What follows belongs to an exercise in optimizing a design on an open flow for small area, a short achievable clock period and few clock cycles per item; a production flow would make more cautious choices. RTL that was checked went through simulation tests only; none was proved equivalent to the original. Power and IR drop assume default switching activity.

==> inputs of run H <==
Design wallace_multi, start of the top module:
module wallace_multi (
    input clk,
    input rst,
    input [15:0] a,
    input [15:0] b,
    output reg [31:0] p,
    output reg done
);
==> module mbs, before the edit <==
module mbs (input one, input a1, input two, input a0, input neg, output x);
    wire m;
    ma22oi u0 (.a(one), .b(a1), .c(two), .d(a0), .y(m));
    mxnor u1 (.a(m), .b(neg), .y(x));
endmodule
==> module ma22oi, before the edit <==
module ma22oi (input a, input b, input c, input d, output y);
    assign y = ~((a & b) | (c & d));
endmodule
==> module mxnor, before the edit <==
module mxnor (input a, input b, output y);
    assign y = ~(a ^ b);
endmodule
clock: 4.0 ns
lec_check: 0
cap_margin: 20
core_margin: 2
core_utilization: 40
cts_buf_list: sky130_fd_sc_hd__clkbuf_8
cts_cluster_diameter: 80
cts_cluster_size: 16
setup_slack_margin: 1.9
slew_margin: 20
synth_hierarchical: 1
standard.sh (not shown) runs the stock make flow with config.mk's settings and CLKGATE_MAP_FILE= SYNTH_SCRIPT=/design/flow/synth_recipe.tcl, a recipe that flattens the netlist after the stock synthesis.
==> flow/flow/run.sh <==
#!/bin/bash
set -euo pipefail
export BUFFER_PORTS_ARGS="-buffer_cell sky130_fd_sc_hd__buf_1"
bash standard.sh ABC_LOAD_IN_FF=1 finish > orfs_make.log 2>&1
==> inputs of run Z, as changes to run H <==
--- a/flow/design.v
+++ b/flow/design.v
@@ -1549,11 +1549,11 @@
 module mbs (input one, input a1, input two, input a0, input neg, output x);
     wire m;
-    ma22oi u0 (.a(one), .b(a1), .c(two), .d(a0), .y(m));
-    mxnor u1 (.a(m), .b(neg), .y(x));
+    ma22o u0 (.a(one), .b(a1), .c(two), .d(a0), .y(m));
+    mxor u1 (.a(m), .b(neg), .y(x));
 endmodule
-module ma22oi (input a, input b, input c, input d, output y);
-    assign y = ~((a & b) | (c & d));
+module ma22o (input a, input b, input c, input d, output y);
+    assign y = (a & b) | (c & d);
 endmodule
-module mxnor (input a, input b, output y);
-    assign y = ~(a ^ b);
+module mxor (input a, input b, output y);
+    assign y = a ^ b;
 endmodule
==> flow/flow/run.sh (replaced) <==
#!/bin/bash
set -euo pipefail
export BUFFER_PORTS_ARGS="-buffer_cell sky130_fd_sc_hd__buf_1"
bash standard.sh finish > orfs_make.log 2>&1
==> notes.md <==
* Status: no timing/DRC/antenna violations
* Met2 usage at 26.39%
* Period utilization at approximately 52%
* Int Power at 0.005838 W
* Skew-Pair Late Insertion Delay at 0.52 ns
* Worst Slack Setup Final at 1.938 ns
* WL/cell at 17.84 µm
The numbers above come from run Z.

==> notes.md <==
* Status: no timing/DRC/antenna violations
* Synth Area in Compound Gates at 12.02%
* WL/cell at 17.83 µm
* Met2 usage at 27.39%
* Period utilization at 51.84%
* DP Wirelength at between 15000 and 20000 µm
* Busiest layer in global routing: met2
* Largest family of logic cells by synthesized area: adder cells
The numbers above come from run H.

Testbench counts of run Z, summed over its fixed seeds: cycles 16,024, items 16,000.
Function not checked in run H: the RTL went through the layout flow alone.

---

==> job 876: inputs <==
Another version of the RTL of wallace_multi (not shown whole).
Settings: LEC_CHECK=0, CAP_MARGIN=20, CORE_MARGIN=2, CORE_UTILIZATION=40, CTS_BUF_LIST=sky130_fd_sc_hd__clkbuf_8, CTS_CLUSTER_DIAMETER=80, CTS_CLUSTER_SIZE=16, SETUP_SLACK_MARGIN=2.0, SLEW_MARGIN=20, SYNTH_HIERARCHICAL=1; clock period 4.0 ns.
==> flow/flow/run.sh <==
#!/bin/bash
set -euo pipefail
export BUFFER_PORTS_ARGS="-buffer_cell sky130_fd_sc_hd__buf_2"
bash standard.sh finish > orfs_make.log 2>&1
==> inputs of job 486, as changes to job 876 <==
SETUP_SLACK_MARGIN = 2.2   (was 2.0)
==> inputs of job 4299, as changes to job 876 <==
==> flow/flow/run.sh (replaced) <==
#!/bin/bash
set -euo pipefail
export BUFFER_PORTS_ARGS="-buffer_cell sky130_fd_sc_hd__buf_1"
bash standard.sh finish > orfs_make.log 2>&1
==> run_results.csv <==
group,metric,value,unit
status,status,"no timing/DRC/antenna violations",
final_layout,layout_common_cells,"dfxtp_1 (248), xor2_1 (132), a22o_1 (120)",
setup_path,cp_data_arrival_time,2420,ps
route,dr.pass1.iters,5,
power,p_comb_share,34.7,%
global_routing,grt_pass1_wl,41800,um
route,wire_per_inst,17.6,um
final_layout,instances_no_fill,1449,
Source of the figures above: job 486

==> run_results.csv <==
group,metric,value,unit
power,p_comb_share,32.2,%
die,dieArea,33300,um^2
die,tap-cell-count,402,
status,status,"no timing/DRC/antenna violations",
setup_path,cp_data_arrival_time,2430,ps
final_layout,layout_common_cells,"dfxtp_1 (294), xor2_1 (133), a22o_1 (120)",
final_layout,instances_no_fill,1424,
route,dr.pass1.iters,4,
final_layout,layout_commonest_cell,"dfxtp_1",
route,wire_per_inst,17.3,um
Source of the figures above: job 876

==> run_results.csv <==
group,metric,value,unit
status,status,"no timing/DRC/antenna violations",
final_layout,instances_no_fill,1423,
setup_path,cp_data_arrival_time,2430,ps
power,p_comb_share,32.7,%
global_routing,grt_pass1_wl,40600,um
clocking,ctsLongestPathBuffers,3,
route,wire_per_inst,17.5,um
route,dr.pass1.iters,6,
Source of the figures above: job 4299

Testbench counts of job 876, summed over its fixed seeds: cycles 16,032, items 16,000.
Testbench counts of job 486, summed over its fixed seeds: cycles 16,032, items 16,000.
Testbench counts of job 4299, summed over its fixed seeds: cycles 16,032, items 16,000.

---

==> branch garnet: inputs <==
wallace_multi, a different RTL version from the one above (not shown whole).
==> module mbs, before the edit <==
module mbs (input one, input a1, input two, input a0, input neg, output x);
    wire m;
    ma22o u0 (.a(one), .b(a1), .c(two), .d(a0), .y(m));
    mxor u1 (.a(m), .b(neg), .y(x));
endmodule
==> module ma22o, before the edit <==
module ma22o (input a, input b, input c, input d, output y);
    assign y = (a & b) | (c & d);
endmodule
==> module mxor, before the edit <==
module mxor (input a, input b, output y);
    assign y = a ^ b;
endmodule
==> flow/config.mk <==
export PLATFORM = sky130hd
export DESIGN_NAME = wallace_multi
export DESIGN_NICKNAME = wallace_multi
export VERILOG_FILES = /design/flow/design.v
export SDC_FILE = /design/flow/constraint.sdc
export NUM_CORES = 4
export LEC_CHECK = 0
export CAP_MARGIN = 20
export CORE_MARGIN = 2
export CORE_UTILIZATION = 40
export CTS_BUF_LIST = sky130_fd_sc_hd__clkbuf_8
export CTS_CLUSTER_DIAMETER = 80
export CTS_CLUSTER_SIZE = 16
export SETUP_SLACK_MARGIN = 1.6
export SLEW_MARGIN = 20
export SYNTH_HIERARCHICAL = 1
==> flow/constraint.sdc <==
create_clock -name core_clock -period 4.0 [get_ports {clk}]
set_input_delay 0.8000 -clock core_clock [delete_from_list [all_inputs] [get_ports {clk}]]
set_output_delay 0.8000 -clock core_clock [all_outputs]
set_load 0.01 [all_outputs]
==> flow/flow/run.sh <==
#!/bin/bash
set -euo pipefail
export BUFFER_PORTS_ARGS="-buffer_cell sky130_fd_sc_hd__buf_2"
bash standard.sh finish > orfs_make.log 2>&1
==> branch sierra: changes against branch garnet <==
CTS_CLUSTER_DIAMETER = unset   (was 80)
CTS_CLUSTER_SIZE = 30   (was 16)
==> branch xenon: changes against branch garnet <==
CORE_UTILIZATION = 60   (was 40)
CTS_BUF_LIST = unset   (was sky130_fd_sc_hd__clkbuf_8)
CTS_CLUSTER_DIAMETER = unset   (was 80)
CTS_CLUSTER_SIZE = unset   (was 16)
==> branch zinc: changes against branch garnet <==
--- a/flow/design.v
+++ b/flow/design.v
@@ -1693,11 +1693,3 @@
 module mbs (input one, input a1, input two, input a0, input neg, output x);
-    wire m;
-    ma22o u0 (.a(one), .b(a1), .c(two), .d(a0), .y(m));
-    mxor u1 (.a(m), .b(neg), .y(x));
-endmodule
-module ma22o (input a, input b, input c, input d, output y);
-    assign y = (a & b) | (c & d);
-endmodule
-module mxor (input a, input b, output y);
-    assign y = a ^ b;
+    assign x = ((one & a1) | (two & a0)) ^ neg;
 endmodule
CTS_BUF_LIST = unset   (was sky130_fd_sc_hd__clkbuf_8)
CTS_CLUSTER_DIAMETER = unset   (was 80)
CTS_CLUSTER_SIZE = unset   (was 16)
==> notes <==
- Between branch sierra and branch zinc, the lower clock power is in branch sierra (gap about 7%, measured against branch zinc).
- Synthesized cell count is the same in branch xenon and branch sierra.
- Worst hold slack: branch garnet < branch zinc < branch sierra < branch xenon.
- Clock-buffer cell count, highest first: branch sierra, branch zinc, branch xenon, branch garnet.
- Between branch xenon and branch zinc, the lower worst setup slack is in branch xenon (gap 0.021 ns).
- Maximum frequency, highest first: branch sierra, branch garnet, branch zinc, branch xenon.
- Sequential share of layout area, lowest first: branch zinc, branch sierra, branch xenon, branch garnet.
- Die area: branch zinc is larger than branch xenon (about 54%).
- Core utilization, highest first: branch xenon, branch zinc, branch sierra, branch garnet.
- In combinational power, branch zinc and branch xenon hardly differ.
Testbench counts of branch garnet, summed over its fixed seeds: cycles 16,024, items 16,000.
Testbench counts of branch sierra, summed over its fixed seeds: cycles 16,024, items 16,000.
Testbench counts of branch xenon, summed over its fixed seeds: cycles 16,024, items 16,000.
Only the layout flow was run in branch zinc; the RTL was not checked for function there.

[separate check: timing with driven ports]
No port has a modelled driver above. Below, the same layouts with a new extraction and two added sets of constraints.
Step 1 (the two cells are an assumption about what drives the block):
set clk [get_ports {clk}]
set_driving_cell -lib_cell sky130_fd_sc_hd__clkbuf_16 $clk
set_driving_cell -lib_cell sky130_fd_sc_hd__buf_2 [delete_from_list [all_inputs] $clk]
Step 2, shift: input delay + t, output delay - t, t = (earliest + latest rising clock arrival at the registers) / 2. This alone moves slack from input paths to output paths.
Slacks: ideal / step 1 / step 2; pairs: ideal / step 1.
| run | shift t [ns] | setup slack, ns | worst setup path after step 2 | latest minus earliest clock arrival (ns) |
|---|---|---|---|---|
| run H | 0.571 | 1.926 / 1.926 / 1.926 | register to register | 0.033 / 0.033 |
| run Z | 0.555 | 1.938 / 1.938 / 1.938 | register to register | 0.018 / 0.018 |
| job 876 | 0.605 | 2.029 / 2.029 / 2.029 | register to register | 0.023 / 0.023 |
| job 486 | 0.609 | 2.046 / 2.046 / 2.046 | register to register | 0.043 / 0.043 |
| job 4299 | 0.607 | 2.028 / 2.028 / 2.028 | register to register | 0.018 / 0.018 |
| branch garnet | 0.569 | 1.591 / 1.591 / 1.591 | register to register | 0.014 / 0.014 |
| branch sierra | 0.561 | 1.592 / 1.592 / 1.592 | register to register | 0.016 / 0.017 |
| branch xenon | 0.558 | 1.525 / 1.525 / 1.525 | register to register | 0.011 / 0.011 |
| branch zinc | 0.564 | 1.545 / 1.545 / 1.545 | register to register | 0.010 / 0.009 |
After both steps every run listed still meets setup and hold.
